What follows belongs to an exercise in optimizing a design on an open flow for small area and a short achievable clock period; a production flow would make more cautious choices. The RTL was checked by simulation tests, not by an equivalence proof against the original design. Power is estimated from default activity; no workload was simulated.

// rv64_core
module rv64_core (
    input  logic        clk,
    input  logic        reset,
    output logic [63:0] imem_addr,
    input  logic [31:0] imem_rdata,
    output logic        dmem_we,
    output logic [63:0] dmem_addr,
    output logic [63:0] dmem_wdata,
    input  logic [63:0] dmem_rdata
);
For scale: about 290 I/O pins.
export LEC_CHECK = 0
export CAP_MARGIN = 20
export CORE_MARGIN = 2
export CORE_UTILIZATION = 40
export CTS_CLUSTER_DIAMETER = 100
export CTS_CLUSTER_SIZE = 30
export SETUP_SLACK_MARGIN = 5
export SLEW_MARGIN = 20
export SYNTH_HIERARCHICAL = 1
export TNS_END_PERCENT = 10
create_clock -name core_clock -period 15.0 [get_ports {clk}]
standard.sh (not shown) runs the stock make flow with config.mk's settings and CLKGATE_MAP_FILE= SYNTH_SCRIPT=/design/flow/synth_recipe.tcl, a recipe that flattens the netlist after the stock synthesis.
==> flow/flow/run.sh <==
#!/bin/bash
set -euo pipefail
export BUFFER_PORTS_ARGS="-buffer_cell sky130_fd_sc_hd__buf_2"
bash standard.sh > standard_flow.log 2>&1
==> next run, changes <==
==> flow/run.sh (new file) <==
#!/bin/bash
# synth_recipe.tcl (not shown) runs the flow's synth.tcl, then flattens the netlist and writes it again
# the make line also repeats each setting of config.mk as NAME=value (left out here)
make -C /OpenROAD-flow-scripts/flow DESIGN_CONFIG=/design/flow/config.mk WORK_HOME=/design/flow/orfs CLKGATE_MAP_FILE= SYNTH_SCRIPT=/design/flow/synth_recipe.tcl finish
Settings changed: CTS_CLUSTER_DIAMETER 100 to default, CTS_CLUSTER_SIZE 30 to default.
removed: flow/flow/run.sh
removed: flow/standard.sh
The new run ran to the end with no violations.
Worst setup slack gains 0.057 ns.
Die area does not change.
Clock skew goes up by 0.019 ns.
Via count goes up by 2.8%.
Sequential share of layout area goes down by 4.1 points.
Final area goes up by 8.1%.
Routed wire length goes up by 2.4%.
Global-route usage goes up by 0.67 points.
Register-to-register slack gains 0.09 ns.
Power goes up by 18%.
==> next run, changes <==
==> flow/flow/run.sh (new file) <==
#!/bin/bash
set -euo pipefail
export BUFFER_PORTS_ARGS="-buffer_cell sky130_fd_sc_hd__buf_2"
bash standard.sh > standard_flow.log 2>&1
==> flow/standard.sh (new file) <==
#!/bin/bash
# synth_recipe.tcl (not shown) runs the flow's synth.tcl, then flattens the netlist and writes it again
# the make line also repeats each setting of config.mk as NAME=value (left out here)
make -C /OpenROAD-flow-scripts/flow DESIGN_CONFIG=/design/flow/config.mk WORK_HOME=/design/flow/orfs CLKGATE_MAP_FILE= SYNTH_SCRIPT=/design/flow/synth_recipe.tcl "${@:-finish}"
Settings changed: CTS_CLUSTER_DIAMETER from default to 80, CTS_CLUSTER_SIZE from default to 24.
removed: flow/run.sh
Outcome:
- non-clock buffer count fell by 142
- total power drops by 13%
- first-iteration DRC count rose by 3.4%
- global-route usage goes down by 0.67 points
- register-to-register slack loses 0.09 ns

---

## the baseline
Starting RTL as in the previous note.
clock: 15.0 ns
lec_check: 0
cap_margin: 20
core_margin: 2
core_utilization: 40
setup_slack_margin: 5
slew_margin: 20
synth_hierarchical: 1
tns_end_percent: 10
==> flow/flow/run.sh <==
#!/bin/bash
set -euo pipefail
export BUFFER_PORTS_ARGS="-buffer_cell sky130_fd_sc_hd__buf_2"
bash standard.sh > standard_flow.log 2>&1
The baseline finished every stage and its layout cleared the timing, design-rule and antenna checks.
The inputs of the candidate differ from those of the baseline as listed below.
Settings: SETUP_SLACK_MARGIN: 5 -> 4.6; CTS_CLUSTER_SIZE: unset -> 30; TNS_END_PERCENT: 10 -> 5; CTS_CLUSTER_DIAMETER: unset -> 100.
### Flow results
[compare] base=the baseline new=the candidate: routed wire length went down; utilization of the core after routing dropped 4.3 points.
From the baseline to the candidate, clock sink count did not move at all.
Non-clock buffering overhead in the final layout in the candidate is 2.1 points lower than in the baseline
Lower post-DP HPWL goes to the baseline over the candidate.
Sort the candidate and the baseline by number of diodes added for antenna fixing, descending, and the baseline comes first.

[re-timing with driven ports]
The results above use ideal ports. As a check the final layouts listed here were re-extracted and re-timed, cells and wires unchanged.
Step 1 sets driving cells, clkbuf_16 on the clock port and buf_2 on the other inputs (assumed; they add their load-dependent delay and slew).
Step 2 moves the port delays by t, midway between the first and last clock arrival at a register: inputs arrive t later, outputs are due t later. That takes back most of the time a late clock gives input paths.
a / b / c = no drivers / after step 1 / after step 2; a / b = the first two.
| run | t (ns) | setup WS [ns] | worst hold slack (ns) | worst register clock-pin slew, ns |
|---|---|---|---|---|
| the first run of note 1 | 0.883 | 4.563 / 4.503 / 4.503 | 0.474 / 0.474 / 0.474 | 0.12 / 0.12 |
| the second run of note 1 | 0.990 | 4.620 / 4.564 / 4.564 | 0.467 / 0.467 / 0.467 | 0.08 / 0.08 |
| the third run of note 1 | 0.924 | 4.566 / 4.479 / 4.479 | 0.472 / 0.472 / 0.472 | 0.10 / 0.10 |
| the baseline | 0.984 | 4.594 / 4.509 / 4.509 | 0.468 / 0.468 / 0.468 | 0.07 / 0.07 |
| the candidate | 0.898 | 4.308 / 4.277 / 4.277 | 0.484 / 0.484 / 0.484 | 0.12 / 0.12 |
After both steps setup and hold are still met in every run listed. The setup slack of the third run of note 1, which loses most, moves by -0.087 ns with the drivers and by -0.087 ns with both steps.
